Source: an optimization exercise on an open RTL-to-GDS flow (aim: small area and a short achievable clock period). Production flows keep margins and buffers that such runs may drop.
No functional check of the RTL was part of any run shown here.
Power is estimated from default activity; no workload was simulated.

$ cat design/flow/config.mk
export PLATFORM = sky130hd
export DESIGN_NAME = CAM
export DESIGN_NICKNAME = CAM
export VERILOG_FILES = /design/flow/design.v
export SDC_FILE = /design/flow/constraint.sdc
export NUM_CORES = 4
export LEC_CHECK = 0
export ABC_AREA = 1
export CAP_MARGIN = 20
export CORE_MARGIN = 2
export CORE_UTILIZATION = 40
export SETUP_SLACK_MARGIN = 2.3
export SLEW_MARGIN = 20
$ cat design/flow/constraint.sdc
create_clock -name core_clock -period 4.5 [get_ports {clock}]
set_input_delay 0.9000 -clock core_clock [delete_from_list [all_inputs] [get_ports {clock}]]
set_output_delay 0.9000 -clock core_clock [all_outputs]
set_load 0.01 [all_outputs]
$ cat design/flow/design.v
`timescale 1ns/1ns
module CAM #(parameter SIZE=32)(
	input 							clock, reset,
	input 							enable,
	input 							command,
	input[31:0]						data,
	input[$clog2(SIZE)-1:0]			write_idx,
	output reg[$clog2(SIZE)-1:0]	read_idx,
	output reg						hit
);
	localparam IW = $clog2(SIZE);
	wire wr = enable & command;
	wire rd = enable & ~command;
	reg [SIZE-1:0] valid;
	wire [SIZE-1:0] match;
	genvar i;
	generate for (i = 0; i < SIZE; i = i + 1) begin : e
		reg [31:0] word;
		always @(posedge clock)
			if (!reset && wr && write_idx == i)
				word <= data;
		assign match[i] = valid[i] && (word == data);
	end endgenerate
	always @(posedge clock)
		if (reset)
			valid <= 0;
		else if (wr)
			valid[write_idx] <= 1'b1;
	reg [IW-1:0] idx;
	integer k;
	always @* begin
		idx = 0;
		for (k = SIZE - 1; k >= 0; k = k - 1)
			if (match[k]) idx = k;
	end
	always @(posedge clock)
		if (reset || !rd) begin
			hit <= 1'b0;
			read_idx <= 0;
		end else begin
			hit <= |match;
			read_idx <= idx;
		end
endmodule
$ cat design/flow/run.sh
#!/bin/bash
# synth_recipe.tcl (not shown) runs the flow's synth.tcl, then flattens the netlist and writes it again
# the make line also repeats each setting of config.mk as NAME=value (left out here)
make -C /OpenROAD-flow-scripts/flow DESIGN_CONFIG=/design/flow/config.mk WORK_HOME=/design/flow/orfs CLKGATE_MAP_FILE= SYNTH_SCRIPT=/design/flow/synth_recipe.tcl finish
==> impl_metrics.yaml, run 1 <==
run_status:
  status: "complete, no violations"
clock_network:
  cts_sinks: 1062
  path_clk_slew_ps: 60
  cts_hold_buf: 0
  clockBufferDepth: 3
  root_buffer: "clkbuf_16"
  cts_max_level: 3
  cts_tree: "built"
  clkLatencyLatePin_ps: 710
  cts_made_buffers: 110
critical_path:
  critPathSlowestCell: "or4_4"
  critical_path_class: "in2reg"
  start_kind: "input pin"
  crit_path_max_fanout: 11
  arrival_ps: 4100
  crit_top_cell: "nand2_1"
  worstSetupEndpointType: "register"
  critical_path.max_stage_delay_ps: 440
  crit_required_ps: 5150
final_layout:
  drive_above_1_share_pct: 19.5
  utilization_pct: 49.0
  finalNetCount: 4032
  syn_to_final_growth_pct: 21.4
  fillers: 9728
  stdcell_count: 5584
logic_synthesis:
  netlist_area_um2: 45600
  synth-edff-count: 1024
  synthTopCellsByCount: "edfxtp_1 (1,024), nand2_1 (663), o21ai_0 (248)"
  synth.ff_latch_count: 1062
  postSynthCellCount: 3633
  ys_async_sr_fraction_pct: 0
  yosys.cell_types.count: 46
  yosysTopAreaCellShare_pct: 67.5
  yosys.cell_count.top_type: "edfxtp_1"
  synth.yosys.warnings: 1
  synth_flop_cell: "edfxtp_1"
  syn-num-nets: 3681
  synth_area_leaders: "edfxtp_1 (67%), nand2_1 (5.5%), xnor2_1 (3.6%)"
  avgSynthCellArea_um2: 12.5
  yosysTopAreaCell: "edfxtp_1"
  yosysSeqAreaShare_pct: 69.1
power_and_ir_drop:
  cellLeakagePower_nw: 18.7
  power.density_nw_per_um2: 400
  ir_worst_vdd_v: 0.000274
floorplan:
  initial_core_util_pct: 40.4
  die_y_um: 342
  io_pins: 47
  die_w_um: 342
  rows: 123
  dieArea_um2: 117000
  core-area_um2: 113000
routing:
  drt_iter0_markers: 5446
  wl_um: 170000
  ant_nets: 0
  firstDrtPassIters: 6
  route.detailed.drc: 0
  avgRoutedWirePerCell_um: 30.5
  vias: 33400
  vias_per_cell: 5.99
placed_design:
  place.detailed.hpwl_um: 113000
  port_buffers: 46
  dpl.cell_count: 5340
  place.gp.congestion: 0.970
timing:
  rsz0062_at_grt: "true"
  skew_ps: 31.1
  slew_headroom_pct: 40.8
  period_share_pct: 76.7
  slew_violations: 0
  fmax_mhz: 290
  tightest_slew_ps: 889
  hold_viol_final: 0
  setup_violations: 0
  fin_crit_ps: 3450
global_route:
  antenna_found_initial: 20
  grt_pass1_wl_um: 235000
  overflow: 0
  grt_pass1_vias: 31100
  grt_max_degree: 39
  track_usage_pct: 28.7
hold_path:
  hp-class: "in2reg"
job:
  max_cap_viol_count: 0
cell usage in the layout (no fill, tap or decap), types with 19 or more instances in the layout:
| master | synthesis | layout |
|---|---|---|
| a211oi_1 | 40 | 39 |
| a21oi_1 | 60 | 56 |
| a221oi_1 | 37 | 35 |
| a22o_1 | 65 | 65 |
| buf_12 | 0 | 48 |
| buf_4 | 17 | 285 |
| buf_6 | 3 | 38 |
| clkbuf_1 | 36 | 21 |
| clkbuf_16 | 0 | 119 |
| clkinv_2 | 0 | 19 |
| dfxtp_1 | 38 | 38 |
| edfxtp_1 | 1024 | 1024 |
| inv_1 | 156 | 146 |
| nand2_1 | 663 | 646 |
| nand3_1 | 78 | 66 |
| nand4_1 | 67 | 67 |
| nor2_1 | 199 | 154 |
| nor2_4 | 0 | 38 |
| nor4_1 | 73 | 67 |
| o2111ai_1 | 31 | 31 |
| o21ai_0 | 248 | 246 |
| o22ai_1 | 147 | 147 |
| or2_2 | 60 | 60 |
| or4_1 | 24 | 23 |
| xnor2_1 | 187 | 186 |
| xor2_1 | 104 | 103 |
critical path: cells and delay by family:
family                 cells  cell delay (ps)
buffers and inverters      6              930
AOI/OAI and AO/OA          2              220
and+or+nand+nor           22             2040
final cells by class:
cell class | count | area, um2 | share of cell area, %
timing repair inverter | 1 | 7.51 | 0.0136
sequential | 1062 | 31500 | 57.0
inverter | 177 | 800 | 1.45
antenna | 5 | 12.5 | 0.0226
timing repair buffer | 417 | 4100 | 7.41
clock inverter | 59 | 647 | 1.17
multi-input combinational | 2215 | 13200 | 23.9
tap | 1500 | 1880 | 3.39
clock buffer | 148 | 3130 | 5.66
power by group:
group          switching (W)  leakage [nW]  internal [W]  total (W)
clock                0.00395          1.84       0.00562    0.00957
combinational        0.00119          7.39      0.000504    0.00169
sequential         0.0000177          9.51        0.0109     0.0109
total                0.00515          18.7        0.0170     0.0221
stage by stage:
stage                     instance area, um2  power [W]  hold slack (ps)  setup slack (ps)  TNS [ps]
final                                  55300     0.0221              464              1050         0
after global routing                   55300     0.0226              453               896         0
after CTS                              54900     0.0221              443              1170         0
after detailed placement               50300     0.0127              453             -31.2     -31.2
after global placement                 50300     0.0127              449              -189      -199
after floorplan                        46500     0.0118              423              1260         0
cells by family (layout without fill, tap and decap cells):
family          count (synthesis)  after routing  synth area share [%]
xor+xnor                      291            291                  5.59
flops                        1062           1062                  69.1
buf+inv                       358            802                  3.45
simple gates                 1236           1238                  12.1
compound gates                679            679                  9.56
other cells                     0              5                     0
fa+ha+maj                       7              7                 0.192
registers in the layout, indices dropped and copies added (netlist names):
name and count:
e.word 1024, valid 32, read_idx 5, hit 1
final timing paths:
path / from / end / slack, ps / depth (start not counted)
worst min register to register: valid[25] / valid[25] / 470 / 2
worst max register to register: e[23].word[10] / read_idx[0] / 1160 / 31
worst max-delay path: data[1] / read_idx[0] / 1050 / 30
worst min-delay path: data[24] / e[12].word[24] / 460 / 1
layer usage:
layer | part of all wire (%) | wire length [um] | GRT usage (%)
met2 | 44 | 74600 | 43.1
met3 | 13 | 21400 | 6.71
met4 | 4.2 | 7230 | 10.7
met5 | 0.037 | 63 | 0
met1 | 39 | 67100 | 40.6
repair_timing:
item,CTS,global route
gates cloned,3,4
resized for setup,178,64
endpoints found under the setup margin,1068,1029
buffers inserted,18,7
pin swaps,25,31
==> run 2: changes to the inputs <==
==> design/flow/design.v (replaced) <==
`timescale 1ns/1ns
module CAM #(parameter SIZE=32)(
	input 							clock, reset,
	input 							enable,
	input 							command,
	input[31:0]						data,
	input[$clog2(SIZE)-1:0]			write_idx,
	output reg[$clog2(SIZE)-1:0]	read_idx,
	output reg						hit
);
	localparam IW = $clog2(SIZE);
	wire wr = enable & command;
	wire rd = enable & ~command;
	reg [SIZE-1:0] valid;
	reg [SIZE-1:0] found;
	genvar i;
	generate for (i = 0; i < SIZE; i = i + 1) begin : e
		reg [31:0] word;
		always @(posedge clock)
			if (!reset && wr && write_idx == i)
				word <= data;
		always @(posedge clock)
			found[i] <= !reset && rd && valid[i] && (word == data);
	end endgenerate
	always @(posedge clock)
		if (reset)
			valid <= 0;
		else if (wr)
			valid[write_idx] <= 1'b1;
	integer k;
	always @* begin
		hit = |found;
		read_idx = 0;
		for (k = SIZE - 1; k >= 0; k = k - 1)
			if (found[k]) read_idx = k;
	end
endmodule
--- a/design/flow/config.mk
+++ b/design/flow/config.mk
@@ -6,8 +6,6 @@
 export NUM_CORES = 4
 export LEC_CHECK = 0
-export ABC_AREA = 1
 export CAP_MARGIN = 20
 export CORE_MARGIN = 2
 export CORE_UTILIZATION = 40
-export SETUP_SLACK_MARGIN = 2.3
 export SLEW_MARGIN = 20
==> impl_metrics.yaml, run 2 <==
floorplan:
  initial_core_util_pct: 40.2
  dieArea_um2: 115000
  die_y_um: 340
  rows: 123
  io_pins: 47
  core-area_um2: 112000
  die_w_um: 340
final_layout:
  stdcell_count: 4632
  drive_above_1_share_pct: 12.3
  largest-register: "e.word"
  syn_to_final_growth_pct: 15.2
  final_common_cell: "edfxtp_1"
  largest_reg_flops: 1024
  finalNetCount: 3083
  layout_common_cells: "edfxtp_1 (1,024), xor2_1 (546), xnor2_1 (468)"
  biggestRegsByFlops: "e.word (1024), found (32), valid (32)"
  fillers: 9529
timing:
  rsz0062_at_grt: "false"
  tightest_slew_ps: 1050
  hold_viol_final: 0
  tns_ps: 0
  setup_violations: 0
  fmax_mhz: 244
  slew_headroom_pct: 29.5
  fin_crit_ps: 4100
  period_share_pct: 91.0
  skew_ps: 19.5
  slew_violations: 0
run_status:
  status: "complete, no violations"
logic_synthesis:
  synth.ff_latch_count: 1088
  ys_async_sr_fraction_pct: 0
  avgSynthCellArea_um2: 15.8
  yosysSeqAreaShare_pct: 71.0
  synth.yosys.warnings: 1
  yosysTopAreaCell: "edfxtp_1"
  yosys.cell_count.top_type: "edfxtp_1"
  netlist_area_um2: 45100
  synthTopCellsByCount: "edfxtp_1 (1,024), xor2_1 (546), xnor2_1 (468)"
  yosys.cell_types.count: 42
  synth_flop_cell: "edfxtp_1"
  synth_area_leaders: "edfxtp_1 (68%), xor2_1 (11%), xnor2_1 (9.1%)"
  yosysTopAreaCellShare_pct: 68.2
  synth-edff-count: 1024
  syn-num-nets: 2903
  postSynthCellCount: 2856
placed_design:
  port_buffers: 46
  dpl.cell_count: 4425
  place.detailed.hpwl_um: 72000
  place.gp.congestion: 0.841
global_route:
  grt_pass1_vias: 24500
  track_usage_pct: 20.6
  overflow: 0
  grt_pass1_wl_um: 173000
  grt_max_degree: 36
  antenna_found_initial: 10
routing:
  route.detailed.drc: 0
  drt_iter0_markers: 2239
  ant_nets: 0
  avgRoutedWirePerCell_um: 25.9
  vias_per_cell: 5.33
  wl_um: 120000
  firstDrtPassIters: 5
  vias: 24700
critical_path:
  ff2ff_path_depth: 5
  setup.worst_path.start: "found[28]"
  crit_path_max_fanout: 5
  crit_required_ps: 3600
  r2r_end: "found[4]"
  rr_startpoint: "e[4].word[1]"
  ff2ff_setup_slack_ps: 2400
  worstSetupEndpointType: "output port"
  worstSetupEndpoint: "read_idx[0]"
  start_kind: "register"
  critical_path_class: "reg2out"
  arrival_ps: 3200
job:
  max_cap_viol_count: 0
clock_network:
  clockBufferDepth: 3
  clkLatencyLatePin_ps: 680
  post_cts_buffers: 0
  path_clk_slew_ps: 70
  cts_resized: 0
  root_buffer: "clkbuf_16"
  cts_sinks: 1088
  cts_tree: "built"
  cts_max_level: 3
  cts_hold_buf: 0
  cts_made_buffers: 109
power_and_ir_drop:
  fin_total_pwr_w: 0.0218
  cellLeakagePower_nw: 16.6
  ir_worst_vdd_v: 0.000349
  power.density_nw_per_um2: 420
hold_path:
  hp-class: "reg2reg"
## run 2: final cells by class
cell class | instances | area [um2] | share of cell area (%)
sequential | 1088 | 32000 | 61.6
multi-input combinational | 1605 | 12400 | 23.8
tap | 1500 | 1880 | 3.61
clock buffer | 161 | 3270 | 6.29
inverter | 24 | 90.1 | 0.173
clock inverter | 44 | 528 | 1.02
antenna | 2 | 5.00 | 0.00963
timing repair buffer | 208 | 1780 | 3.42
## run 2: per-stage QoR
| stage | utilization, % | instance area [um2] | worst slack [ps] | hold WS [ps] |
|---|---|---|---|---|
| global route | 46.3 | 52000 | 269 | 508 |
| global placement | 42.9 | 48200 | 498 | 485 |
| finish | 46.3 | 52000 | 403 | 484 |
| CTS | 46.3 | 52000 | 407 | 489 |
| floorplan | - | 45100 | 286 | 430 |
| detailed placement | 42.9 | 48200 | 637 | 473 |
## run 2: power breakdown
part           internal, W  switching [W]  total [W]  leakage (nW)
combinational     0.000394       0.000852    0.00125          5.02
clock              0.00566        0.00382    0.00948          1.85
sequential          0.0111      0.0000182     0.0111          9.72
## run 2: layer usage
layer | GRT usage, % | wire (um)
met5 | 0 | 34
met1 | 29.8 | 54800
met3 | 2.96 | 6840
met4 | 5.23 | 2850
met2 | 32.6 | 55300
## run 2: worst min path at each step
stage | start | to | slack (ps) | depth (start not counted)
2_1_floorplan | valid[0] | found[0] | 430 | 2
3_3_place_gp | valid[20] | valid[20] | 490 | 2
3_5_place_dp | valid[23] | valid[23] | 470 | 2
4_1_cts | valid[23] | valid[23] | 490 | 2
5_1_grt | valid[23] | valid[23] | 510 | 2
6_report | valid[23] | valid[23] | 480 | 2
## run 2: logic make-up (layout without fill, tap and decap cells)
family	count (synthesis)	after routing	share of synthesized area, %
adders and majority gates	6	6	0.166
xor gates and xnor gates	1014	1014	19.7
and+or+nand+nor	515	515	6.48
other	0	2	0
AOI/OAI and AO/OA	70	70	0.996
buffers and inverters	163	437	1.64
DFF	1088	1088	71.0
## run 2: worst max-delay path: stages, from the launching register on
cell             delay [ps]
dfxtp_1                 350
nor3b_1                 240
nor3_1                   90
o31ai_1                 310
o2111ai_1               220
a221oi_1                630
clkdlybuf4s50_1         680
==> run 3: changes to the inputs <==
==> design/flow/design.v (replaced) <==
`timescale 1ns/1ns
module CAM #(parameter SIZE=32)(
	input 							clock, reset,
	input 							enable,
	input 							command,
	input[31:0]						data,
	input[$clog2(SIZE)-1:0]			write_idx,
	output logic[$clog2(SIZE)-1:0]	read_idx,
	output logic					hit
);
	localparam logic READ = 1'b0, WRITE = 1'b1;
	logic[SIZE-1:0][31:0]			mem;	
	logic[SIZE-1:0]					mem_valid, next_mem_valid;
	logic[$clog2(SIZE)-1:0]			next_read_idx;
	logic							next_hit;
	always@* begin
		next_mem_valid	= mem_valid;
		next_hit 		= 0;
		next_read_idx	= 0;
		if(enable && command == WRITE & write_idx <= SIZE-1)begin
			next_mem_valid[write_idx] = 1;
		end
		else if(enable && command == READ)begin
			for(int i = SIZE - 1; i >= 0; i--)begin
				if(mem[i] == data && mem_valid[i])begin
					next_hit		= 1;
					next_read_idx	= i;
				end
			end
		end
	end
	always@(posedge clock)begin
		if(reset)begin
			read_idx	<= 0;
			hit			<= 0;
			mem_valid	<= 0;
		end
		else begin
			read_idx	<= next_read_idx;
			hit			<= next_hit;
			mem_valid	<= next_mem_valid;
			if(enable && command == WRITE & write_idx <= SIZE-1)begin
				mem[write_idx] <= data;
			end
		end
	end
endmodule
==> impl_metrics.yaml, run 3 <==
global_route:
  grt_max_degree: 126
  antenna_found_initial: 11
  overflow: 0
  grt_pass1_vias: 32300
  track_usage_pct: 20.7
  grt_pass1_wl_um: 223000
critical_path:
  critical_path_class: "in2reg"
  cp_top_family: "buffers and inverters"
  worstSetupEndpointType: "register"
  crit_top_cell: "ha_1"
  arrival_ps: 4000
  crit_required_ps: 4990
  cp_num_buf_inv: 4
  crit_chain: "clkdlybuf4s50_1 -> inv_1 -> ha_1 -> nor3b_1 -> ha_1 -> buf_4 -> nand2_1 -> or2_2 -> nor3_2 -> buf_12 -> mux2_2"
  start_kind: "input pin"
  critical_path.max_stage_delay_ps: 590
  crit_path_max_fanout: 32
  critPathSlowestCell: "clkdlybuf4s50_1"
routing:
  ant_nets: 0
  avgRoutedWirePerCell_um: 24.9
  vias_per_cell: 5.44
  route.detailed.drc: 0
  vias: 33700
  wl_um: 154000
  drt_iter0_markers: 3008
  wl_met3_um: 9800
  firstDrtPassIters: 5
  drt-met1-wl_um: 71500
  highest_layer: "met5"
  routed-wl-met2_um: 68500
timing:
  setup_violations: 0
  slew_headroom_pct: 41.0
  tightest_slew_ps: 885
  slew_violations: 0
  fin_crit_ps: 3510
  fmax_mhz: 285
  period_share_pct: 78.1
  rsz0062_at_grt: "false"
  hold_viol_final: 0
  tns_ps: 0
  skew_ps: 23.9
final_layout:
  largest_reg_flops: 1024
  final_common_cell: "edfxtp_1"
  layout_common_cells: "edfxtp_1 (1,024), mux2_2 (969), xnor2_1 (793)"
  drive_above_1_share_pct: 34.4
  largest-register: "mem"
  fillers: 12700
  biggestRegsByFlops: "mem (1024), mem_valid (32), read_idx (5)"
  finalNetCount: 4252
  syn_to_final_growth_pct: 13.0
  stdcell_count: 6196
floorplan:
  core-area_um2: 142000
  die_w_um: 382
  dieArea_um2: 146000
  die_y_um: 382
  rows: 138
  initial_core_util_pct: 40.4
  io_pins: 47
logic_synthesis:
  synth.ff_latch_count: 1062
  synth_flop_cell: "edfxtp_1"
  yosys.cell_count.top_type: "edfxtp_1"
  avgSynthCellArea_um2: 14.0
  synth_area_leaders: "edfxtp_1 (54%), mux2_2 (19%), xnor2_1 (12%)"
  synthTopCellsByCount: "edfxtp_1 (1,024), mux2_2 (969), xnor2_1 (793)"
  postSynthCellCount: 4090
  ys_async_sr_fraction_pct: 0
  synth.yosys.warnings: 1
  yosysTopAreaCell: "edfxtp_1"
  synth-edff-count: 1024
  yosysSeqAreaShare_pct: 55.0
  yosysTopAreaCellShare_pct: 53.7
  netlist_area_um2: 57300
  syn-num-nets: 4134
  yosys.cell_types.count: 56
clock_network:
  clkLatencyLatePin_ps: 740
  cts_hold_buf: 0
  clockBufferDepth: 3
  cts_resized: 0
  cts_tree: "built"
  cts_made_buffers: 118
  cts_sinks: 1062
  cts_max_level: 3
  root_buffer: "clkbuf_16"
  path_clk_slew_ps: 60
  post_cts_buffers: 0
job:
  max_cap_viol_count: 0
placed_design:
  place.gp.congestion: 0.838
  place.detailed.hpwl_um: 98600
  port_buffers: 46
  dpl.cell_count: 5978
hold_path:
  hp-class: "reg2reg"
power_and_ir_drop:
  power.density_nw_per_um2: 351
  ir_worst_vdd_v: 0.000319
  cellLeakagePower_nw: 21.0
run_status:
  status: "complete, no violations"
run 3: changes by cell type in the layout (fill, tap and decap cells not counted), moves of 42 or more:
cell     change
buf_12      +48
buf_4       +76
mux2_2     +969
nand2_1     +45
nand3_1     +51
nand4_1     +42
nor4_1      -81
o21ai_0     +51
xnor2_1    +325
xor2_1     -319
run 3: cell families after synthesis:
kind of cell               synth area share, %
DFF                                       55.0
AOI/OAI and AO/OA                         1.10
and+or+nand+nor                           5.61
xor gates and xnor gates                  15.7
muxes                                     19.2
buffers and inverters                     3.36
adders and majority gates               0.0655
run 3: per-layer routing:
| layer | vias up | global-route usage [%] |
|---|---|---|
| li1 | 15300 | - |
| met1 | 17300 | 30.0 |
| met3 | 195 | 3.70 |
| met5 | - | 0.364 |
| met4 | 8 | 6.35 |
| met2 | 912 | 31.4 |
run 3: worst paths after layout:
check                     start             to  slack [ps]  depth (start not counted)
setup / recovery   write_idx[0]       mem[291]         990                         11
hold / removal    mem_valid[19]  mem_valid[19]         470                          2
setup reg to reg       mem[497]    read_idx[2]        1410                          9
hold reg to reg   mem_valid[19]  mem_valid[19]         470                          2
run 3: layout make-up:
| cell class | instances | area, um2 | area share, % |
|---|---|---|---|
| clock buffers | 169 | 3280 | 5.06 |
| well taps | 1890 | 2360 | 3.65 |
| flip-flops and latches | 1062 | 31500 | 48.7 |
| diodes | 1 | 2.50 | 0.00387 |
| clock inverters | 48 | 303 | 0.468 |
| multi-input cells | 2682 | 23900 | 36.9 |
| inverters | 12 | 45.0 | 0.0696 |
| repair buffers | 332 | 3310 | 5.11 |
run 3: per-stage QoR:
step | total power, W | cell area (um2) | setup WS [ps] | utilization [%] | hold WS (ps)
finish | 0.0227 | 64700 | 985 | 45.7 | 475
CTS | 0.0229 | 64700 | 1070 | 45.7 | 479
global route | 0.0234 | 64700 | 943 | 45.7 | 505
floorplan | 0.0131 | 57300 | -12440 | - | 429
detailed placement | 0.0137 | 61100 | 279 | 43.1 | 464
global placement | 0.0137 | 61100 | 287 | 43.1 | 450
run 3: report_power, final:
part,leakage [nW],total [W],switching (W),internal [W]
logic,9.58,0.00227,0.00130,0.000965
clock network,1.75,0.00917,0.00408,0.00509
registers,9.71,0.0113,0.000150,0.0111
run 3: worst register-to-register path: stages, from the launching register on:
cell      delay [ps]
edfxtp_1         400
xnor2_1          300
nand4_1          140
nor4_1           660
nand4_1          200
or4_4            660
nand4_2          190
o21bai_1         140
a41oi_1          150
nor3_2           160
==> run 4: changes to the inputs <==
==> design/flow/design.v (replaced) <==
`timescale 1ns/1ns
module CAM #(parameter SIZE=32)(
	input 							clock, reset,
	input 							enable,
	input 							command,
	input[31:0]						data,
	input[$clog2(SIZE)-1:0]			write_idx,
	output reg[$clog2(SIZE)-1:0]	read_idx,
	output reg						hit
);
	localparam IW = $clog2(SIZE);
	wire wr = enable & command;
	wire rd = enable & ~command;
	reg [SIZE-1:0] valid;
	wire [SIZE-1:0] match;
	genvar i;
	generate for (i = 0; i < SIZE; i = i + 1) begin : e
		reg [31:0] word;
		always @(posedge clock)
			if (!reset && wr && write_idx == i)
				word <= data;
		CAM_match u_match (.word(word), .key(data), .valid(valid[i]), .match(match[i]));
	end endgenerate
	wire			any;
	wire [IW-1:0]	first;
	CAM_first u_first (.m(match), .hit(any), .idx(first));
	always @(posedge clock)
		if (reset || !rd) begin
			hit <= 1'b0;
			read_idx <= 0;
		end else begin
			hit <= any;
			read_idx <= first;
		end
	always @(posedge clock)
		if (reset)
			valid <= 0;
		else if (wr)
			valid[write_idx] <= 1'b1;
endmodule
module CAM_match(
	input [31:0]	word,
	input [31:0]	key,
	input			valid,
	output			match
);
	assign match = valid && (word == key);
endmodule
module CAM_first(
	input [31:0]	m,
	output			hit,
	output [4:0]	idx
);
	genvar i, l;
	generate for (l = 1; l <= 5; l = l + 1) begin : t
		localparam N = 32 >> l;
		wire [N-1:0] h;
		wire [N*l-1:0] x;
		for (i = 0; i < N; i = i + 1) begin : n
			wire hl, hh;
			if (l == 1) begin : b
				assign hl = m[2*i];
				assign hh = m[2*i+1];
				assign x[i] = !hl && hh;
			end else begin : b
				assign hl = t[l-1].h[2*i];
				assign hh = t[l-1].h[2*i+1];
				assign x[i*l +: l] = hl ? {1'b0, t[l-1].x[(2*i)*(l-1) +: l-1]}
				                        : {hh,   t[l-1].x[(2*i+1)*(l-1) +: l-1]};
			end
			assign h[i] = hl || hh;
		end
	end endgenerate
	assign hit = t[5].h[0];
	assign idx = t[5].x[4:0];
endmodule
--- a/design/flow/config.mk
+++ b/design/flow/config.mk
@@ -9,3 +9,6 @@
 export CORE_MARGIN = 2
 export CORE_UTILIZATION = 40
+export SETUP_SLACK_MARGIN = 2.3
 export SLEW_MARGIN = 20
+export SYNTH_HIERARCHICAL = 1
+export SYNTH_MINIMUM_KEEP_SIZE = 0
==> impl_metrics.yaml, run 4 <==
run_status:
  status: "complete, no violations"
placed_design:
  port_buffers: 46
  dpl-instance-area_um2: 48500
  pre_cts_ws_ps: 293
  place.detailed.hpwl_um: 71200
  place.gp.congestion: 0.821
critical_path:
  arrival_ps: 3390
  critPathSlowestCell: "nand4_1"
  crit_required_ps: 5080
  cp_top_family: "simple AND/OR/NAND/NOR gates"
  start_kind: "input pin"
  crit_top_cell: "buf_16"
  critical_path.max_stage_delay_ps: 430
  cp_num_buf_inv: 4
  crit_path_max_fanout: 10
  crit_chain: "buf_16 -> buf_16 -> buf_12 -> xor2_1 -> nor4_1 -> nand4_1 -> nor3_4 -> inv_2 -> a21oi_2 -> o221ai_2 -> o211ai_1 -> o221ai_1 -> and2_1"
  worstSetupEndpointType: "register"
  critical_path_class: "in2reg"
logic_synthesis:
  postSynthCellCount: 2696
  synthTopCellsByCount: "edfxtp_1 (1,024), xor2_1 (993), nor4_1 (227)"
  ys_async_sr_fraction_pct: 0
  yosys.cell_types.count: 49
  synth-edff-count: 1024
  netlist_area_um2: 44300
  yosysTopAreaCell: "edfxtp_1"
  avgSynthCellArea_um2: 16.4
  yosysTopAreaCellShare_pct: 69.5
  synth_area_leaders: "edfxtp_1 (69%), xor2_1 (20%), nor4_1 (3.2%)"
  yosys.cell_count.top_type: "edfxtp_1"
  synth_flop_cell: "edfxtp_1"
  synth.ff_latch_count: 1062
  synth.yosys.warnings: 7
  syn-num-nets: 2743
  yosysSeqAreaShare_pct: 71.2
global_route:
  grt_max_degree: 45
  use_met2_pct: 32.5
  grtUsageMet1_pct: 32.4
  overflow: 0
  grt_pass1_vias: 24500
  busiest_layer: "met2"
  grt_pass1_wl_um: 175000
  antenna_found_initial: 3
  met3_usage_pct: 4.00
  track_usage_pct: 21.5
power_and_ir_drop:
  ir_worst_vdd_v: 0.000367
  pwr-share-comb_pct: 7.0
  power.density_nw_per_um2: 384
  p_switching_w: 0.00475
  internal-power_w: 0.0169
  cellLeakagePower_nw: 19.7
  p_sw_share_pct: 22.0
  p_clk_share_pct: 42.6
  sequentialPowerShare_pct: 50.4
timing:
  fin_crit_ps: 2810
  hold_viol_final: 0
  rsz0062_at_grt: "true"
  tns_ps: 0
  layout_setup_ws_ps: 1690
  setup_violations: 0
  skew_ps: 29.0
  tightest_slew_ps: 656
  period_share_pct: 62.4
  slew_violations: 0
  fmax_mhz: 356
  slew_headroom_pct: 56.2
final_layout:
  finalNetCount: 3255
  largest-register: "e.word"
  fillers: 8948
  syn_to_final_growth_pct: 27.2
  stdcell_area_um2: 56300
  layout_common_cells: "edfxtp_1 (1,024), xor2_1 (981), buf_4 (238)"
  drive_above_1_share_pct: 24.0
  ff_latch_area_um2: 31500
  biggestRegsByFlops: "e.word (1024), valid (32), read_idx (5)"
  multi_input_area_um2: 14100
  final_common_cell: "edfxtp_1"
  largest_reg_flops: 1024
floorplan:
  dieArea_um2: 113000
  io_pins: 47
  core-area_um2: 110000
  rows: 122
  die_w_um: 337
  die_y_um: 337
  initial_core_util_pct: 40.2
clock_network:
  cts_tree: "built"
  cts_max_level: 3
  clockBufferDepth: 3
  clkLatencyLatePin_ps: 690
  path_clk_slew_ps: 60
  root_buffer: "clkbuf_16"
  cts_hold_buf: 0
  cts_sinks: 1062
  cts_made_buffers: 109
routing:
  firstDrtPassIters: 7
  vias_per_cell: 5.32
  avgRoutedWirePerCell_um: 26.8
  drt_iter0_markers: 3025
  route.detailed.drc: 0
  vias: 25500
  wl_um: 128000
  ant_nets: 0
hold_path:
  hp-class: "in2reg"
job:
  max_cap_viol_count: 0
==> run 4: changes by cell type after synthesis, sizes merged, moves of 29 or more <==
cell    delta
nand2     -75
buf      -181
nor3      +47
o21ai     -52
xnor2    -763
nand4    -167
clkbuf   -145
nor4     +145
xor2     +766
mux2     -974
a21oi     -29
==> run 4: area by class of cell <==
type	instances	share of cell area, %
sequential	1062	56.0
clock inverter	57	1.17
inverter	38	0.258
multi-input combinational	1595	25.0
antenna	1	0.00444
tap	1488	3.31
timing repair buffer	402	8.97
clock buffer	148	5.34
==> run 4: path summary, 6_finish.rpt <==
path	from	slack, ps	cells after the start	endpoint
max reg2reg	e[26].word[25]	1820	10	read_idx[0]
max	data[19]	1690	13	read_idx[0]
min reg2reg	valid[21]	480	2	valid[21]
min	data[6]	430	1	e[11].word[6]
==> run 4: cell families after synthesis <==
kind of cell | synth area share [%]
compound gates | 0.890
buf+inv | 0.410
mux | 0.0905
simple gates | 6.96
fa+ha+maj | 0.170
flops | 71.2
xor+xnor | 20.3
==> run 4: metrics by stage <==
step	util (%)	power, W	cells	hold WS [ps]
after floorplan	-	0.0115	2696	427
after global placement	44.0	0.0122	4410	460
after detailed placement	44.0	0.0122	4410	468
after CTS	49.7	0.0216	4703	449
after global routing	51.1	0.0222	4790	406
final	51.1	0.0216	4791	431
==> run 4: repair_timing <==
action | CTS | global route
gates cloned | 24 | 14
setup endpoints to repair | 1060 | 278
gates resized for setup | 298 | 111
setup buffers | 64 | 73
pin swaps | 69 | 42
==> run 4: per-module statistics from Yosys (local to each module, per instance) <==
module / flops+latches / cells / times used / cell area, um2
CAM_first: 0 / 61 / 1 / 375
CAM: 1062 / 1227 / 1 / 32500
CAM_match: 0 / 44 / 32 / 355
==> run 4: power by group through the flow <==
stage          Clock, W  Sequential, W  Combinational, W
5_1_grt         0.00970         0.0109           0.00160
3_3_place_gp          0         0.0111           0.00109
4_1_cts         0.00933         0.0109           0.00138
2_1_floorplan         0         0.0111          0.000425
6_report        0.00921         0.0109           0.00152
3_5_place_dp          0         0.0111           0.00111
==> run 4: per-layer routing <==
layer / wire [um] / up-vias / part of all wire [%]
met5: 0 / - / 0
met3: 10200 / 156 / 8.0
li1: - / 11100 / -
met2: 58300 / 1049 / 45
met1: 57300 / 13200 / 45
met4: 2500 / 0 / 1.9
==> run 5: changes to the inputs <==
==> design/flow/design.v (replaced) <==
`timescale 1ns/1ns
module CAM #(parameter SIZE=32)(
	input 							clock, reset,
	input 							enable,
	input 							command,
	input[31:0]						data,
	input[$clog2(SIZE)-1:0]			write_idx,
	output reg[$clog2(SIZE)-1:0]	read_idx,
	output reg						hit
);
	localparam IW = $clog2(SIZE);	 
	wire wr = enable & command;
	wire rd = enable & ~command;
	reg [SIZE-1:0] vacant;			 
	wire [SIZE-1:0] z;				 
	genvar i;
	generate for (i = 0; i < SIZE; i = i + 1) begin : e
		reg [31:0] word;
		always @(posedge clock)
			if (!reset && wr && write_idx == i)
				word <= data;
		CAM_miss u_miss (.word(word), .key(data), .vacant(vacant[i]), .z(z[i]));
	end endgenerate
	wire			any;
	wire [IW-1:0]	first;
	CAM_first u_first (.z(z), .hit(any), .idx(first));
	always @(posedge clock)
		if (reset || !rd) begin
			hit <= 1'b0;
			read_idx <= 0;
		end else begin
			hit <= any;
			read_idx <= first;
		end
	always @(posedge clock)
		if (reset)
			vacant <= {SIZE{1'b1}};
		else if (wr)
			vacant[write_idx] <= 1'b0;
endmodule
module CAM_miss(
	input [31:0]	word,
	input [31:0]	key,
	input			vacant,
	output			z
);
	wire [31:0]	eq;		 
	wire [7:0]	ne4;	 
	wire [3:0]	eq8;	 
	genvar j;
	generate for (j = 0; j < 32; j = j + 1) begin : b
		CAM_xnor2 u (.a(word[j]), .b(key[j]), .y(eq[j]));
	end
	for (j = 0; j < 8; j = j + 1) begin : n
		CAM_nand4 u (.a(eq[4*j]), .b(eq[4*j+1]), .c(eq[4*j+2]), .d(eq[4*j+3]), .y(ne4[j]));
	end
	for (j = 1; j < 4; j = j + 1) begin : y
		CAM_nor2 u (.a(ne4[2*j]), .b(ne4[2*j+1]), .y(eq8[j]));
	end endgenerate
	CAM_nor3 u_y0 (.a(ne4[0]), .b(ne4[1]), .c(vacant), .y(eq8[0]));
	CAM_nand4 u_w (.a(eq8[0]), .b(eq8[1]), .c(eq8[2]), .d(eq8[3]), .y(z));
endmodule
module CAM_first(
	input [31:0]	z,
	output			hit,
	output [4:0]	idx
);
	genvar i, l, b;
	generate for (l = 1; l <= 5; l = l + 1) begin : t
		localparam N = 32 >> l;
		wire [N-1:0] h;
		wire [N*l-1:0] x;
		for (i = 0; i < N; i = i + 1) begin : n
			wire hl, hh;
			wire [l-1:0] xo;
			if (l == 1) begin : c
				assign hl = z[2*i];
				assign hh = z[2*i+1];
			end else begin : c
				assign hl = t[l-1].h[2*i];
				assign hh = t[l-1].h[2*i+1];
			end
			if (l % 2 == 1) begin : o
				CAM_nand2 u_h (.a(hl), .b(hh), .y(h[i]));
				CAM_andn  u_t (.a(hl), .b(hh), .y(xo[l-1]));
				for (b = 0; b < l - 1; b = b + 1) begin : m
					CAM_muxi u (.s(hl), .a(t[l-1].x[(2*i)*(l-1) + b]), .b(t[l-1].x[(2*i+1)*(l-1) + b]), .y(xo[b]));
				end
			end else begin : o
				CAM_nor2 u_h (.a(hl), .b(hh), .y(h[i]));
				CAM_andn  u_t (.a(hh), .b(hl), .y(xo[l-1]));
				for (b = 0; b < l - 1; b = b + 1) begin : m
					CAM_muxi u (.s(hl), .a(t[l-1].x[(2*i+1)*(l-1) + b]), .b(t[l-1].x[(2*i)*(l-1) + b]), .y(xo[b]));
				end
			end
			assign x[i*l +: l] = xo;
		end
	end endgenerate
	assign hit = t[5].h[0];
	assign idx = t[5].x[4:0] ^ 5'b01010;
endmodule
module CAM_xnor2(input a, input b, output y);
	assign y = ~(a ^ b);
endmodule
module CAM_nand4(input a, input b, input c, input d, output y);
	assign y = ~(a & b & c & d);
endmodule
module CAM_nor3(input a, input b, input c, output y);
	assign y = ~(a | b | c);
endmodule
module CAM_nor2(input a, input b, output y);
	assign y = ~(a | b);
endmodule
module CAM_nand2(input a, input b, output y);
	assign y = ~(a & b);
endmodule
module CAM_andn(input a, input b, output y);
	assign y = a & ~b;
endmodule
module CAM_muxi(input s, input a, input b, output y);
	assign y = ~(s ? b : a);
endmodule
==> impl_metrics.yaml, run 5 <==
run_status:
  status: "complete, no violations"
final_layout:
  largest-register: "e.word"
  syn_to_final_growth_pct: 30.4
  fillers: 8846
  stdcell_count: 4894
  largest_reg_flops: 1024
  utilization_pct: 52.6
  biggestRegsByFlops: "e.word (1024), vacant (32), read_idx (5)"
  final_common_cell: "edfxtp_1"
  drive_above_1_share_pct: 26.8
  layout_common_cells: "edfxtp_1 (1,024), xnor2_1 (954), nand4_1 (288)"
  finalNetCount: 3359
critical_path:
  cp_top_family: "simple AND/OR/NAND/NOR gates"
  arrival_ps: 3130
  worstSetupEndpointType: "register"
  critical_path_class: "in2reg"
  critical_path.max_stage_delay_ps: 280
  cp_num_buf_inv: 2
  ff2ff_path_depth: 10
  r2r_end: "read_idx[0]"
  start_kind: "input pin"
  crit_required_ps: 5080
  crit_path_max_fanout: 10
  crit_top_cell: "mux2i_1"
  ff2ff_setup_slack_ps: 2050
  rr_startpoint: "e[25].word[0]"
  crit_chain: "buf_16 -> buf_16 -> xnor2_2 -> nand4_1 -> nor3_2 -> nand4_1 -> nand2_2 -> mux2i_1 -> mux2i_1 -> mux2i_1 -> mux2i_1 -> and2_1"
  critPathSlowestCell: "nand4_1"
routing:
  vias_per_cell: 5.39
  firstDrtPassIters: 5
  wl_um: 140000
  route.detailed.drc: 0
  avgRoutedWirePerCell_um: 28.6
  ant_nets: 0
  vias: 26400
  drt_iter0_markers: 2933
clock_network:
  clockBufferDepth: 3
  clkLatencyLatePin_ps: 690
  path_clk_slew_ps: 60
  root_buffer: "clkbuf_16"
  cts_tree: "built"
  cts_hold_buf: 0
  cts_sinks: 1062
  cts_made_buffers: 114
  cts_max_level: 3
global_route:
  met3_usage_pct: 3.56
  grt_max_degree: 36
  antenna_found_initial: 5
  grt_pass1_wl_um: 197000
  busiest_layer: "met2"
  track_usage_pct: 24.0
  overflow: 0
  grt_pass1_vias: 26000
  use_met2_pct: 38.5
  grtUsageMet1_pct: 35.0
logic_synthesis:
  yosys-mux-area-fraction_pct: 0.607
  synth.yosys.warnings: 7
  synthSimpleGateAreaFrac_pct: 7.87
  postSynthCellCount: 2738
  yosys.cell_types.count: 32
  synth_flop_cell: "edfxtp_1"
  yosysTopAreaCell: "edfxtp_1"
  synth_area_leaders: "edfxtp_1 (69%), xnor2_1 (20%), nand4_1 (4.0%)"
  synth-edff-count: 1024
  yosysTopAreaCellShare_pct: 68.8
  synth.ff_latch_count: 1062
  netlist_area_um2: 44700
  synth_compound_area_share_pct: 0.557
  ys_async_sr_fraction_pct: 0
  avgSynthCellArea_um2: 16.3
  yosys.cell_count.top_type: "xnor2_1"
  synthXorXnorAreaFrac_pct: 20.2
  synth_top_family_by_area: "XOR/XNOR gates"
  synthAdderAreaFrac_pct: 0.168
  syn-num-nets: 2785
  synthTopCellsByCount: "xnor2_1 (1,026), edfxtp_1 (1,024), nand4_1 (288)"
  yosysSeqAreaShare_pct: 70.5
job:
  max_cap_viol_count: 0
timing:
  layout_setup_ws_ps: 1950
  slew_violations: 0
  tightest_slew_ps: 932
  skew_ps: 21.0
  rsz0062_at_grt: "true"
  setup_violations: 0
  period_share_pct: 56.7
  hold_viol_final: 0
  tns_ps: 0
  fmax_mhz: 392
  fin_crit_ps: 2550
  slew_headroom_pct: 37.7
placed_design:
  pre_cts_ws_ps: 673
  place.gp.congestion: 0.852
  port_buffers: 46
  place.detailed.hpwl_um: 69100
  dpl.cell_count: 4373
power_and_ir_drop:
  p_switching_w: 0.00473
  fin_total_pwr_w: 0.0217
  internal-power_w: 0.0170
  power.density_nw_per_um2: 373
  p_sw_share_pct: 21.7
  p_clk_share_pct: 41.5
  cellLeakagePower_nw: 18.7
  sequentialPowerShare_pct: 50.0
  ir_worst_vdd_v: 0.000294
  pwr-share-comb_pct: 8.5
floorplan:
  die_y_um: 338
  initial_core_util_pct: 40.4
  rows: 122
  dieArea_um2: 114000
  core-area_um2: 111000
  io_pins: 47
  die_w_um: 338
hold_path:
  min_to: "e[30].word[23]"
  holdCritStartpoint: "data[23]"
  holdPathStages: 1
  hp-class: "in2reg"
run 5: timing repair:
action	CTS	global route
cloned	84	6
pin swaps	136	50
endpoints found under the setup margin	1068	711
setup buffers	187	34
resized for setup	458	41
run 5: metrics by stage:
stage                     hold WS (ps)  area, um2
after global placement             464      48400
after CTS                          494      57700
after detailed placement           471      48400
final                              472      58300
after global routing               441      58300
after floorplan                    448      45100
run 5: how the worst max path moves through the flow:
| stage | start | to | slack, ps | cells past startpoint |
|---|---|---|---|---|
| final | data[0] | read_idx[0] | 1950 | 12 |
| after global routing | data[18] | read_idx[0] | 1890 | 14 |
| after CTS | data[3] | read_idx[1] | 2060 | 14 |
| after detailed placement | data[3] | read_idx[1] | 670 | 13 |
| after global placement | data[3] | read_idx[1] | 660 | 13 |
| after floorplan | reset | e[8].word[0] | 1800 | 5 |
run 5: power by group through the flow:
stage	registers, W	clock network, W	logic (W)
2_1_floorplan	0.0111	0	0.000519
3_3_place_gp	0.0111	0	0.00115
3_5_place_dp	0.0111	0	0.00118
4_1_cts	0.0109	0.00912	0.00180
5_1_grt	0.0109	0.00951	0.00193
6_report	0.0109	0.00902	0.00184
run 5: logic make-up after synthesis:
kind of cell / count (synthesis)
AND/OR/NAND/NOR: 567
multiplexers: 27
adder cells (fa/ha/maj): 6
XOR/XNOR: 1028
AO/OA/AOI/OAI: 32
buffers and inverters: 16
flip-flops: 1062
run 5: per-layer routing:
metal | routed length (um) | up-vias
li1 | - | 11400
met1 | 61200 | 13800
met2 | 65600 | 1043
met3 | 10300 | 162
met4 | 2740 | 2
met5 | 13 | -
run 5: modules after synthesis (local to each module, per instance), excerpt:
module,cell area [um2],flip-flops and latches,copies in the design,cells inside
CAM,32400,1062,1,1205
CAM_andn,13.8,0,31,1
CAM_nand2,3.75,0,21,1
CAM_nand4,6.26,0,288,1
CAM_nor2,3.75,0,106,1
CAM_xnor2,8.76,0,1024,1
run 5: layout make-up:
cell class / count / area, um2 / share of cell area (%)
multi-input combinational: 1689 / 14600 / 25.0
clock buffer: 155 / 3140 / 5.39
inverter: 5 / 18.8 / 0.0322
timing repair buffer: 440 / 6760 / 11.6
tap: 1488 / 1860 / 3.19
antenna: 3 / 7.51 / 0.0129
clock inverter: 52 / 424 / 0.727
sequential: 1062 / 31500 / 54.1
==> run 6: changes to the inputs <==
--- a/design/flow/config.mk
+++ b/design/flow/config.mk
@@ -9,5 +9,5 @@
 export CORE_MARGIN = 2
 export CORE_UTILIZATION = 40
-export SETUP_SLACK_MARGIN = 2.3
+export SETUP_SLACK_MARGIN = 1.9
 export SLEW_MARGIN = 20
 export SYNTH_HIERARCHICAL = 1
==> impl_metrics.yaml, run 6 <==
run_status:
  status: "complete, no violations"
critical_path:
  ff2ff_path_depth: 10
  critical_path_class: "in2reg"
  rr_startpoint: "e[8].word[6]"
  worstSetupEndpointType: "register"
  r2r_end: "read_idx[0]"
  ff2ff_setup_slack_ps: 2000
  cp_top_family: "simple AND/OR/NAND/NOR gates"
  critical_path.max_stage_delay_ps: 600
  arrival_ps: 3250
  crit_chain: "clkdlybuf4s50_1 -> inv_1 -> ha_4 -> nor3b_2 -> ha_1 -> nor4b_1 -> nand3_1 -> a21o_1"
  critPathSlowestCell: "clkdlybuf4s50_1"
  cp_num_buf_inv: 2
  start_kind: "input pin"
  crit_required_ps: 5070
  crit_path_max_fanout: 8
timing:
  fmax_mhz: 374
  period_share_pct: 59.4
  slew_headroom_pct: 47.0
  whs_ps: 478
  setup_violations: 0
  slew_violations: 0
  hold_viol_final: 0
  fin_crit_ps: 2670
  skew_ps: 16.4
  tns_ps: 0
  layout_setup_ws_ps: 1830
  rsz0062_at_grt: "true"
  tightest_slew_ps: 795
hold_path:
  hp-class: "reg2reg"
  holdPathStages: 1
  holdCritStartpoint: "vacant[0]"
  min_to: "vacant[0]"
clock_network:
  path_clk_slew_ps: 60
  cts_max_level: 3
  clockBufferDepth: 3
  root_buffer: "clkbuf_16"
  cts_hold_buf: 0
  cts_sinks: 1062
  cts_made_buffers: 110
  cts_tree: "built"
  clkLatencyLatePin_ps: 680
power_and_ir_drop:
  ir_worst_vdd_v: 0.000276
  cellLeakagePower_nw: 17.3
  power.density_nw_per_um2: 384
final_layout:
  biggestRegsByFlops: "e.word (1024), vacant (32), read_idx (5)"
  fillers: 9130
  multi_input_area_um2: 13800
  stdcell_count: 4754
  final_common_cell: "edfxtp_1"
  syn_to_final_growth_pct: 24.0
  layout_common_cells: "edfxtp_1 (1,024), xnor2_1 (991), nand4_1 (288)"
  largest_reg_flops: 1024
  ff_latch_area_um2: 31500
  largest-register: "e.word"
  finalNetCount: 3223
  drive_above_1_share_pct: 21.1
  stdcell_area_um2: 55400
global_route:
  grt_max_degree: 51
  overflow: 0
  track_usage_pct: 19.8
  antenna_found_initial: 5
  grt_pass1_wl_um: 167000
  grt_pass1_vias: 23600
floorplan:
  dieArea_um2: 114000
  core-area_um2: 111000
  io_pins: 47
  initial_core_util_pct: 40.4
  die_y_um: 338
  die_w_um: 338
  rows: 122
placed_design:
  dpl-instance-area_um2: 48200
  pre_cts_ws_ps: 594
  port_buffers: 46
  place.detailed.hpwl_um: 69300
  place.gp.congestion: 0.886
  dpl.cell_count: 4373
logic_synthesis:
  synth_flop_cell: "edfxtp_1"
  yosys.cell_types.count: 32
  netlist_area_um2: 44700
  yosysTopAreaCellShare_pct: 68.8
  postSynthCellCount: 2738
  synth-edff-count: 1024
  syn-num-nets: 2785
  synth_area_leaders: "edfxtp_1 (69%), xnor2_1 (20%), nand4_1 (4.0%)"
  ys_async_sr_fraction_pct: 0
  synth.ff_latch_count: 1062
  avgSynthCellArea_um2: 16.3
  yosys.cell_count.top_type: "xnor2_1"
  synthTopCellsByCount: "xnor2_1 (1,026), edfxtp_1 (1,024), nand4_1 (288)"
  yosysSeqAreaShare_pct: 70.5
  synth.yosys.warnings: 7
  yosysTopAreaCell: "edfxtp_1"
routing:
  drt_iter0_markers: 2535
  ant_nets: 0
  route.detailed.drc: 0
  vias: 25100
  firstDrtPassIters: 5
  wl_um: 125000
  avgRoutedWirePerCell_um: 26.3
  vias_per_cell: 5.28
job:
  max_cap_viol_count: 0
[run 6: cell counts after synthesis]
No cell type changed its count.
[run 6: per-module statistics from Yosys, one instance, submodules excluded, a selection]
module     times used  cells  flops+latches
CAM_muxi           26      1              0
CAM_nand2          21      1              0
CAM_first           1      5              0
CAM_nor2          106      1              0
CAM_xnor2        1024      1              0
CAM_nor3           32      1              0
CAM_andn           31      1              0
CAM_nand4         288      1              0
CAM                 1   1205           1062
[run 6: worst max-delay path by stage]
stage                            start      endpoint  cells past startpoint
after detailed placement       data[7]   read_idx[1]                     13
final                     write_idx[0]     vacant[0]                      8
after CTS                 write_idx[0]     vacant[0]                      8
after floorplan                  reset  e[8].word[0]                      5
after global placement         data[7]   read_idx[1]                     13
after global routing      write_idx[0]     vacant[0]                      8
[run 6: layout make-up]
type                            instances  area share [%]
Clock buffer                          156            5.51
Tap cell                             1488            3.36
Inverter                                5          0.0339
Sequential cell                      1062            56.9
Multi-Input combinational cell       1660            25.0
Timing Repair Buffer                  337            8.48
Antenna cell                            3          0.0135
Clock inverter                         43           0.770
[run 6: kinds of logic (layout without fill, tap and decap cells)]
| family | after synthesis | in the layout | synth area share [%] |
|---|---|---|---|
| xor gates and xnor gates | 1028 | 1028 | 20.2 |
| AOI/OAI and AO/OA | 32 | 32 | 0.557 |
| muxes | 27 | 27 | 0.607 |
| and+or+nand+nor | 567 | 567 | 7.87 |
| buffers and inverters | 16 | 541 | 0.187 |
| DFF | 1062 | 1062 | 70.5 |
| adders and majority gates | 6 | 6 | 0.168 |
| other | 0 | 3 | 0 |
[run 6: metal layers]
metal | track usage, % | wire [um]
met1 | 29.4 | 56500
met2 | 30.4 | 56500
met3 | 3.53 | 9080
met4 | 4.55 | 3010
met5 | 0 | 18
[run 6: report_power, final]
part / internal, W / switching, W
sequential: 0.0109 / 0.0000166
combinational: 0.000718 / 0.000822
clock: 0.00516 / 0.00372
total: 0.0167 / 0.00456
[run 6: repair_timing]
| item | in CTS | in global routing |
|---|---|---|
| setup buffers | 16 | 119 |
| resized for setup | 168 | 172 |
| endpoints found under the setup margin | 656 | 420 |
| pin swaps | 13 | 71 |
| gates cloned | 15 | 29 |
[run 6: metrics by stage]
step	total power (W)	util, %
floorplan	0.0116	-
global placement	0.0122	43.5
detailed placement	0.0122	43.5
CTS	0.0212	47.8
global route	0.0219	50.0
finish	0.0213	50.0

[afterwards: timing with drivers on the ports]
The flow's constraints put no driver on any port. The routed layouts listed below were extracted and timed again, unchanged, in two steps.
Step 1, drivers: a clkbuf_16 drives clock and a buf_2 each remaining input, both assumed.
Step 2, shift: input delay + t, output delay - t, t = (earliest + latest rising clock arrival at the registers) / 2. This alone moves slack from input paths to output paths.
a / b / c = ideal ports / drivers / drivers and shift; a / b = the first two.
| run | t, ns | setup WS [ns] | worst register clock-pin slew, ns | worst data-port slew with drivers (ns) | pins driven straight from the clock port |
|---|---|---|---|---|---|
| run 1 | 0.773 | 1.051 / 0.958 / 0.185 | 0.07 / 0.07 | 0.17 | 1 |
| run 2 | 0.740 | 0.403 / 0.336 / 0.565 | 0.07 / 0.07 | 0.08 | 1 |
| run 3 | 0.800 | 0.985 / 1.019 / 0.218 | 0.06 / 0.06 | 0.11 | 1 |
| run 4 | 0.746 | 1.693 / 1.628 / 0.883 | 0.07 / 0.07 | 0.23 | 1 |
| run 5 | 0.740 | 1.950 / 1.789 / 1.048 | 0.06 / 0.06 | 0.30 | 1 |
| run 6 | 0.744 | 1.827 / 1.789 / 1.045 | 0.07 / 0.07 | 0.36 | 1 |
After both steps setup and hold are still met in every run listed. The setup slack of run 5, which loses most, moves by -0.161 ns with the drivers and by -0.902 ns with both steps.
